This is an optimization exercise on Yosys and OpenROAD, whose aim is small area, a short achievable clock period and few clock cycles, not a production implementation. RTL that was checked went through simulation tests only; none was proved equivalent to the original. Function not checked in run 1: the RTL went through the layout flow alone. Power figures rest on the tool's default switching activity, not on a simulated workload.

`flow/design.v`:
```
module isb350c(input clk, input rst,
    output fetchEnable, output [15:0]fetchAddr,
    input fetchReady, input [15:0]fetchData,
    output loadEnable, output [15:0]loadAddr,
    input loadReady, input [15:0]loadData,
    output done, output [255:0]regs_out);
    localparam K_NONE = 2'd0, K_INSTR = 2'd1, K_DATA = 2'd2;
    reg [9:0]faddr;
    reg [1:0]fkind;
    reg [3:0]ftgt;
    reg [9:0]lpc;           
    reg lx;                 
    reg jv;                 
    reg [9:0]jpc, jtgt;
    reg [9:0]apc;
    reg [1:0]akind;
    reg [3:0]atgt;
    reg irv;                
    reg irl;                
    reg [15:0]ir;
    reg [9:0]irpc;
    reg [3:0]irt;
    reg e2v;                
    reg e2w;                
    reg e2ld, e2jeq, e2hlt;
    reg [3:0]e2rt;
    reg [15:0]va, vb;
    reg e2eq;               
    reg [9:0]e2tgt;         
    reg halted;
    reg done_r;
    reg [15:0]r[0:15];
    wire [15:0]sum = va + vb;
    wire e2we = e2w;
    wire e2redir = e2v && e2jeq && e2eq;
    wire e2load = e2v && e2ld;
    wire e2halt = e2v && e2hlt;
    wire stop = halted || e2halt;
    wire [2:0]op = ir[14:12];
    wire [3:0]ra = ir[11:8];
    wire [3:0]rb = ir[7:4];
    wire [3:0]rt = ir[3:0];
    wire is_imm = op == 3'd0 || op == 3'd4;    
    wire rd_ab = op == 3'd1 || op == 3'd5 || op == 3'd6;    
    wire wr_t = op == 3'd0 || op == 3'd1;     
    wire is_jmp = op == 3'd2;
    wire p2 = e2load;
    wire pf = fkind == K_DATA;
    wire pa = akind == K_DATA;
    function pend(input [3:0]x);
        pend = (p2 && e2rt == x) || (pf && ftgt == x) || (pa && atgt == x);
    endfunction
    wire hazard = (rd_ab && (pend(ra) || pend(rb))) || (wr_t && pend(rt));
    wire e1ok = irv && !e2redir && !stop;
    wire e1replay = e1ok && hazard;
    wire e1jmp = e1ok && is_jmp;
    wire e1go = e1ok && !hazard && !is_jmp;
    wire [9:0]jtarget = ir[9:0];
    wire fwd_a = e2we && e2rt == ra;
    wire fwd_b = e2we && e2rt == rb;
    wire [15:0]rva = fwd_a ? sum : r[ra];
    wire [15:0]rvb = fwd_b ? sum : r[rb];
    wire aok = akind == K_INSTR && !e2redir && !e1replay && !e1jmp && !stop;
    wire kill = e2redir || e1replay || e1jmp || stop;
    reg rst_r;
    always @(posedge clk) rst_r <= rst;
    wire [15:0]wdr = rst_r ? 16'h0000 : sum;
    integer k;
    always @(posedge clk) begin
        for (k = 0; k < 16; k = k + 1)
            if (rst_r || (e2we && e2rt == k))
                r[k] <= wdr;
    end
    wire [9:0]seq = lpc + {9'd0, !lx};
    wire fold = jv && seq == jpc;
    reg [9:0]oaddr, olpc;
    reg [1:0]okind;
    reg olx;
    always @(*) begin
        oaddr = seq;
        okind = K_INSTR;
        olpc = seq;
        olx = 0;
        if (stop) begin
            okind = K_NONE;
            olpc = lpc;
            olx = lx;
        end else if (e2redir) begin
            oaddr = e2tgt;
            olpc = e2tgt;
        end else if (e2load) begin
            oaddr = sum[9:0];
            okind = K_DATA;
            olpc = e1replay ? irpc : e1jmp ? jtarget : lpc;
            olx = e1replay || e1jmp ? 1'b1 : lx;
        end else if (e1replay) begin
            oaddr = irpc;
            olpc = irpc;
        end else if (e1jmp) begin
            oaddr = jtarget;
            olpc = jtarget;
        end else if (fold) begin
            oaddr = jtgt;
            olpc = jtgt;
        end
    end
    always @(posedge clk) begin
        if (rst) begin
            faddr <= 10'd0;
            fkind <= K_INSTR;
            lpc <= 10'd0;
            lx <= 0;
            jv <= 0;
            akind <= K_NONE;
            irv <= 0;
            irl <= 0;
            e2v <= 0;
            e2w <= 0;
            halted <= 0;
            done_r <= 0;
        end else begin
            faddr <= oaddr;
            fkind <= okind;
            lpc <= olpc;
            lx <= olx;
            if (e1jmp) begin
                jv <= 1;
                jpc <= irpc;
                jtgt <= jtarget;
            end
            akind <= (kill && fkind == K_INSTR) ? K_NONE : fkind;
            irv <= aok;
            irl <= akind == K_DATA;
            e2v <= e1go;
            e2w <= irl || (e1go && wr_t);
            if (e2halt) halted <= 1;
            done_r <= stop && fkind != K_DATA && akind != K_DATA && !irl;
        end
        ftgt <= e2rt;
        apc <= faddr;
        atgt <= ftgt;
        ir <= fetchData;
        irpc <= apc;
        irt <= atgt;
        e2ld <= !irl && (op == 3'd4 || op == 3'd5);
        e2jeq <= !irl && op == 3'd6;
        e2hlt <= !irl && op == 3'd3;
        e2rt <= irl ? irt : rt;
        va <= irl ? ir : is_imm ? {8'h00, ir[11:4]} : rva;
        vb <= (irl || is_imm) ? 16'h0000 : rvb;
        e2eq <= rva == rvb;
        e2tgt <= irpc + {6'd0, ir[3:0]};
    end
    assign fetchEnable = 1'b1;
    assign fetchAddr = {6'd0, faddr};
    assign loadEnable = 1'b0;
    assign loadAddr = 16'h0000;
    assign done = done_r;
    genvar g;
    generate
        for (g = 0; g < 16; g = g + 1) begin : regs_out_g
            assign regs_out[16*g +: 16] = r[g];
        end
    endgenerate
endmodule
```
`flow/flow/run.sh`:
```
#!/bin/bash
export SETUP_SLACK_MARGIN=8.5
export BUFFER_PORTS_ARGS="-buffer_cell sky130_fd_sc_hd__buf_1"
bash standard.sh > standard.log 2>&1
```
`flow/standard.sh`:
```
#!/bin/bash
# synth_recipe.tcl (not shown) runs the flow's synth.tcl, then flattens the netlist and writes it again
# the make line also repeats each setting of config.mk as NAME=value (left out here)
make -C /OpenROAD-flow-scripts/flow DESIGN_CONFIG=/design/flow/config.mk WORK_HOME=/design/flow/orfs CLKGATE_MAP_FILE= SYNTH_SCRIPT=/design/flow/synth_recipe.tcl "${@:-finish}"
```
`flow/config.mk`:
```
export PLATFORM = sky130hd
export DESIGN_NAME = isb350c
export DESIGN_NICKNAME = isb350c
export VERILOG_FILES = /design/flow/design.v
export SDC_FILE = /design/flow/constraint.sdc
export NUM_CORES = 4
export LEC_CHECK = 0
export CAP_MARGIN = 20
export CORE_MARGIN = 2
export CORE_UTILIZATION = 35
export CTS_CLUSTER_DIAMETER = 100
export CTS_CLUSTER_SIZE = 30
export SLEW_MARGIN = 20
export TNS_END_PERCENT = 0
```
`flow/constraint.sdc`:
```
create_clock -name core_clock -period 12.0 [get_ports {clk}]
set_input_delay 2.4000 -clock core_clock [delete_from_list [all_inputs] [get_ports {clk}]]
set_output_delay 2.4000 -clock core_clock [all_outputs]
set_load 0.01 [all_outputs]
```
==> results of run 1 <==
## through the flow
| step | utilization (%) | hold slack [ns] |
|---|---|---|
| global placement | 38.2 | 0.312 |
| CTS | 39.8 | 0.338 |
| global route | 39.9 | 0.346 |
| floorplan | - | 0.310 |
| detailed placement | 38.2 | 0.313 |
| finish | 39.9 | 0.337 |
## path summary, 6_finish.rpt
| path | from | end | slack [ns] | cells after the start |
|---|---|---|---|---|
| worst max-delay path | r[15][14] | regs_out[254] | 8.29 | 1 |
| worst min register to register | apc[0] | irpc[0] | 0.34 | 0 |
| worst max register to register | ir[6] | e2eq | 8.36 | 10 |
| worst min-delay path | apc[0] | irpc[0] | 0.34 | 0 |
## layout by cell type, fill, tap and decap left out, types with 36 or more instances in the layout
cell      count
nor2b_1      36
mux2i_1      57
nand2_1      87
mux2_2       39
edfxtp_1    276
nand3_1      50
buf_1       277
o21ai_0      67
a22oi_1      56
dfxtp_1     123
a21oi_1      60
buf_4        44
nor2_1      125
xor2_1       58
## registers in the layout, summed over array words and instances (netlist names), 2 cells and up
name and flops:
va 16, r 256, jpc 10, fkind 2, faddr 10, irpc 10
apc 10, akind 2, vb 16, e2tgt 10, irt 4, ir 16
lpc 10, e2rt 4, atgt 4, ftgt 4, jtgt 10
## per-layer routing
layer | GRT usage, % | part of all wire [%]
met2 | 44.7 | 45
met3 | 6.26 | 12
met5 | 0 | 0
met4 | 13.3 | 5.3
met1 | 36.9 | 38
## logic make-up after synthesis
logic type	synth area share, %
AOI/OAI and AO/OA	18.2
and+or+nand+nor	12.0
DFF	53.5
buffers and inverters	4.85
muxes	5.58
xor gates and xnor gates	4.26
adders and majority gates	1.55
other	0.0368
## layout make-up
cell class	count	area, µm²	area share [%]
Clock buffer	24	537	2.33
Clock inverter	11	199	0.864
Inverter	26	97.6	0.424
Multi-Input combinational cell	1219	8750	38.0
Sequential cell	407	10900	47.4
Tap cell	765	957	4.15
Timing Repair Buffer	338	1570	6.79
## power by group through the flow
stage	combinational [mW]	clock [mW]	sequential, mW
final	1.06	0.874	2.11
after global routing	1.11	0.931	2.12
after CTS	1.02	0.884	2.10
after detailed placement	0.996	0	2.13
after global placement	0.989	0	2.13
after floorplan	0.534	0	2.07
## what timing repair did
action / 4_1_cts / 5_1_grt
resized for setup: 26 / 14
buffers inserted: 9 / 0
endpoints found under the setup margin: 305 / 320
==> flow_metrics.py, run 1 <==
metrics = {
    "outcome": {
        "outcome": "complete, no violations",
    },
    "sta": {
        "setup_viol": 0,
        "rsz0062_at_grt": "yes",
        "tightest_slew_ns": 1.22,
        "period_minus_slack_ns": 3.71,
        "max_slew_margin_pct": 18.6,
        "slew_violations": 0,
        "clock.fmax_mhz": 269,
        "period_share_pct": 30.9,
        "worst_slack_ns": 8.29,
        "fin_skew_ns": 0.0331,
        "hold_viol_final": 0,
        "tns_ns": 0,
    },
    "critical_path": {
        "required_ns": 9.60,
        "crit_path_end_kind": "output port",
        "path_buf_inv": 1,
        "critPathMaxStageDelay_ns": 0.53,
        "crit_chain": "buf_1",
        "crit_type": "flip-flop to output port",
        "arrival_ns": 1.31,
        "critPathSlowestCell": "edfxtp_1",
        "crit_fanout": 3,
        "worstSetupStartpointType": "flip-flop",
        "critical_path.top_delay_family": "flip-flops",
    },
    "placement": {
        "pre_cts_ws_ns": 7.83,
        "numPortBuffers": 284,
        "hpwlAfterDp_mm": 63.1,
        "placed_cells": 2744,
        "finalWeightedCongestion": 1.00,
        "place_area_um2": 22100,
    },
    "floorplan": {
        "die_x_um": 245,
        "ios": 327,
        "rows": 88,
        "initial_core_util_pct": 35.3,
        "core_area_um2": 57700,
        "fp.dieH_um": 245,
        "die_area_um2": 60200,
    },
    "grt": {
        "grt_pass1_wl_mm": 123,
        "grt-ovfl-total": 0,
        "grt_pass1_vias": 16753,
        "grt_max_degree": 67,
        "antenna_found_initial": 1,
        "gr-usage-all-layers_pct": 28.3,
    },
    "routing": {
        "first_pass_iters": 6,
        "drt_iter0_markers": 2746,
        "num_vias": 17535,
        "drc": 0,
        "drtAntennaViolNets": 0,
        "wire_per_inst_um": 31.8,
        "via_per_inst": 6.28,
        "totalWireLength_mm": 88.7,
    },
    "clocking": {
        "cts_hold_buf": 0,
        "clockRootBuffer": "clkbuf_16",
        "clkTransAtPathRegs_ns": 0.11,
        "numCtsBuffers": 21,
        "clock_path_buffers": 3,
        "cts_sinks": 407,
        "clk_latency_ns": 0.58,
        "htree_levels": 1,
        "cts_tree": "built",
    },
    "job": {
        "maxCapViolations": 0,
    },
    "yosys": {
        "synthArstFlopShare_pct": 0,
        "synth_warnings": 2,
        "synth_flop_cell": "edfxtp_1",
        "synth_edf_count": 276,
        "synth_common_cells": "276 x edfxtp_1, 132 x nor2_1, 131 x dfxtp_1, 88 x nand2_1, 76 x o21ai_0",
        "synth.avg_cell_area_um2": 11.4,
        "syn_inst": 1789,
        "ys_seq_area_share_pct": 53.5,
        "yosys.area.top_type": "edfxtp_1",
        "synth_most_common_cell": "edfxtp_1",
        "synth_area_um2": 20400,
        "ys_ff_latch": 407,
        "synthTopCellsByArea": "edfxtp_1 41%, dfxtp_1 13%, mux2i_1 2.8%",
        "yosysUniqueCellTypes": 105,
        "synth.top_cell.area_share_pct": 40.6,
    },
    "pwr": {
        "p_switching_mw": 1.51,
        "switching_share_pct": 37.3,
        "p_per_area_nw_per_um2": 176,
        "intPower_mw": 2.53,
        "comb_power_share_pct": 26.1,
        "power_mw": 4.04,
        "seqPwrFrac_pct": 52.3,
        "power_leakage_nw": 8.19,
        "vdd_drop_max_mv": 0.122,
        "clockPowerShare_pct": 21.6,
    },
    "final_layout": {
        "stdcell_area_um2": 23000,
        "drive_gt1_share_pct": 11.0,
        "area_delta_synth_final_pct": 13.0,
        "diodes": 0,
        "final_cells": 2790,
        "final_nets": 2073,
        "nFillCells": 5598,
    },
    "worst_hold_path": {
        "holdCritPathClass": "flip-flop to flip-flop",
    },
}
==> run 2, diff against run 1 <==
--- a/flow/design.v
+++ b/flow/design.v
@@ -27,3 +27,2 @@
     reg [15:0]va, vb;
-    reg e2eq;               
     reg [9:0]e2tgt;         
@@ -34,3 +33,3 @@
     wire e2we = e2w;
-    wire e2redir = e2v && e2jeq && e2eq;
+    wire e2redir = e2v && e2jeq && va == vb;
     wire e2load = e2v && e2ld;
@@ -150,3 +149,2 @@
         vb <= (irl || is_imm) ? 16'h0000 : rvb;
-        e2eq <= rva == rvb;
         e2tgt <= irpc + {6'd0, ir[3:0]};
--- a/flow/config.mk
+++ b/flow/config.mk
@@ -7,8 +7,8 @@
 export LEC_CHECK = 0
-export CAP_MARGIN = 20
+export CAP_MARGIN = 0
 export CORE_MARGIN = 2
 export CORE_UTILIZATION = 35
-export CTS_CLUSTER_DIAMETER = 100
+export CTS_CLUSTER_DIAMETER = 70
 export CTS_CLUSTER_SIZE = 30
-export SLEW_MARGIN = 20
+export SLEW_MARGIN = 0
 export TNS_END_PERCENT = 0
==> run 2 against run 1 <==
Effect of this change:
- critical path depth is the same
- combinational power shrank about 20%
- synthesized area shrank 12%
- critical path type unchanged
- cell count shrank 13%
- total power shrank 1.1%
- setup slack lost 0.051 ns
- still clean on timing, DRC and antenna
- hold slack lost 0.0046 ns
==> flow_metrics.py, run 2 <==
metrics = {
    "yosys": {
        "ys_ff_latch": 406,
        "synth_edf_count": 276,
        "ys_seq_area_share_pct": 60.5,
        "synth_area_um2": 18000,
        "synth_warnings": 2,
        "synth_flop_cell": "edfxtp_1",
        "yosys.area.top_type": "edfxtp_1",
        "syn_inst": 1470,
        "synth.avg_cell_area_um2": 12.2,
        "yosysUniqueCellTypes": 73,
        "synth.top_cell.area_share_pct": 46.1,
        "synth_most_common_cell": "edfxtp_1",
        "synthTopCellsByArea": "edfxtp_1 46%, dfxtp_1 14%, a22oi_1 5.8%",
        "synth_common_cells": "276 x edfxtp_1, 140 x a22oi_1, 130 x dfxtp_1, 94 x clkbuf_1, 92 x nor2_1",
        "synthArstFlopShare_pct": 0,
    },
    "placement": {
        "numPortBuffers": 284,
        "place_area_um2": 20100,
        "hpwlAfterDp_mm": 50.1,
        "finalWeightedCongestion": 0.944,
    },
    "grt": {
        "grt-ovfl-total": 0,
        "grt_max_degree": 37,
        "antenna_found_initial": 2,
        "grt_pass1_vias": 15247,
        "gr-usage-all-layers_pct": 27.9,
        "grt_pass1_wl_mm": 108,
    },
    "sta": {
        "fin_skew_ns": 0.0632,
        "holdWs_ns": 0.332,
        "clock.fmax_mhz": 266,
        "rsz0062_at_grt": "yes",
        "max_slew_margin_pct": 9.90,
        "tns_ns": 0,
        "slew_violations": 0,
        "hold_viol_final": 0,
        "period_minus_slack_ns": 3.76,
        "tightest_slew_ns": 1.35,
        "setup_viol": 0,
        "period_share_pct": 31.4,
    },
    "clocking": {
        "htree_levels": 1,
        "cts_tree": "built",
        "clockRootBuffer": "clkbuf_16",
        "cts_sinks": 406,
        "clock_path_buffers": 3,
        "numCtsBuffers": 27,
        "clkTransAtPathRegs_ns": 0.11,
        "clk_latency_ns": 0.64,
    },
    "pwr": {
        "p_per_area_nw_per_um2": 189,
        "vdd_drop_max_mv": 0.140,
        "power_leakage_nw": 7.37,
        "power_mw": 4.00,
    },
    "final_layout": {
        "fin_util_pct": 41.5,
        "stdcell_area_um2": 21200,
        "nFillCells": 4833,
        "largest_reg_flops": 256,
        "regArea_um2": 10900,
        "final_cell_mix": "277 x buf_1, 276 x edfxtp_1, 140 x a22oi_1, 129 x dfxtp_1, 89 x nor2_1",
        "regMostFlops": "r",
        "drive_gt1_share_pct": 10.4,
        "diodes": 0,
        "multiInputGateArea_um2": 6870,
        "final_nets": 1791,
        "area_delta_synth_final_pct": 17.9,
        "final_common_cell": "buf_1",
    },
    "floorplan": {
        "die_area_um2": 53200,
        "fp.dieH_um": 231,
        "initial_core_util_pct": 35.2,
        "die_x_um": 231,
        "ios": 327,
        "core_area_um2": 51100,
        "rows": 83,
    },
    "critical_path": {
        "rrSetupSlack_ns": 8.43,
        "critPathMaxStageDelay_ns": 0.40,
        "arrival_ns": 1.36,
        "crit_start": "r[9][2]",
        "crit_fanout": 3,
        "crit_path_end_kind": "output port",
        "required_ns": 9.60,
        "worstSetupStartpointType": "flip-flop",
        "crit_type": "flip-flop to output port",
        "crit_chain": "buf_1",
        "critical_path.top_delay_family": "flip-flops",
        "r2r_start": "lx",
        "critPathSlowestCell": "edfxtp_1",
        "path_buf_inv": 1,
    },
    "routing": {
        "drtAntennaViolNets": 0,
        "wl_met1_mm": 27.4,
        "totalWireLength_mm": 77.0,
        "top_layer": "met5",
        "first_pass_iters": 9,
        "wire_per_inst_um": 31.6,
        "drt_iter0_markers": 2676,
        "drc": 0,
        "num_vias": 15768,
        "via_per_inst": 6.48,
        "route.met3.wl_mm": 11.3,
        "wl_met2_mm": 33.4,
    },
    "worst_hold_path": {
        "min_from": "apc[7]",
        "holdCritPathClass": "flip-flop to flip-flop",
    },
    "outcome": {
        "outcome": "complete, no violations",
    },
    "job": {
        "maxCapViolations": 0,
    },
}
[run 2: kinds of logic after synthesis]
group	synth area share (%)
multiplexers	1.00
adder cells (fa/ha/maj)	1.75
AO/OA/AOI/OAI	18.9
XOR/XNOR	4.10
flip-flops	60.5
AND/OR/NAND/NOR	10.0
other	0.0418
buffers and inverters	3.62
[run 2: power by group]
group          switching (mW)  internal (mW)
combinational           0.599          0.247
sequential              0.245           1.82
clock                   0.595          0.486
total                    1.44           2.56
[run 2: worst paths after layout]
kind,endpoint,depth (start not counted)
max,regs_out[146],1
min,irpc[7],0
max reg2reg,faddr[0],11
min reg2reg,irpc[7],0
[run 2: through the flow]
| stage | setup slack, ns | instances |
|---|---|---|
| floorplan | 8.65 | 1492 |
| global placement | 8.30 | 2374 |
| detailed placement | 8.26 | 2374 |
| CTS | 8.29 | 2430 |
| global route | 8.21 | 2432 |
| finish | 8.24 | 2432 |
[run 2: cell type report]
| type | count | area share, % |
|---|---|---|
| flip-flops and latches | 406 | 51.4 |
| repair buffers | 343 | 7.22 |
| clock inverters | 20 | 1.36 |
| inverters | 12 | 0.212 |
| multi-input cells | 941 | 32.4 |
| well taps | 680 | 4.01 |
| clock buffers | 30 | 3.43 |
[run 2: timing repair]
item	4_1_cts	5_1_grt
endpoints found under the setup margin	277	319
setup buffers	6	2
hold buffers	0	0
cloned	0	0
gates resized for setup	8	3
pin swaps	0	1
[run 2: per-layer routing]
metal	up-vias	global-route usage [%]
li1	6293	-
met1	7621	35.0
met2	1461	43.1
met3	391	9.87
met4	2	13.2
met5	-	0
Testbench counts of run 2, summed over its fixed seeds: cycles 18,342.

==> separate check: timing with driven ports <==
How much do the figures lean on ideal ports? The routed layouts below were timed once more, with nothing changed but the port constraints. Step 1 sets driving cells, clkbuf_16 on the clock port and buf_2 on the other inputs (assumed; they add their load-dependent delay and slew). Step 2 also shifts input and output timing later by t, the mid clock arrival at the registers, as if the neighbouring blocks saw the same clock. Three values: no drivers, after step 1, after step 2; two values: the first two.
run	t, ns	setup WS [ns]	worst hold slack (ns)	clock arrival spread, ns
run 1	0.628	8.287 / 8.223 / 8.303	0.337 / 0.337 / 0.337	0.038 / 0.038
run 2	0.671	8.236 / 8.171 / 8.254	0.332 / 0.332 / 0.332	0.065 / 0.065
After both steps setup and hold are still met in every run listed.
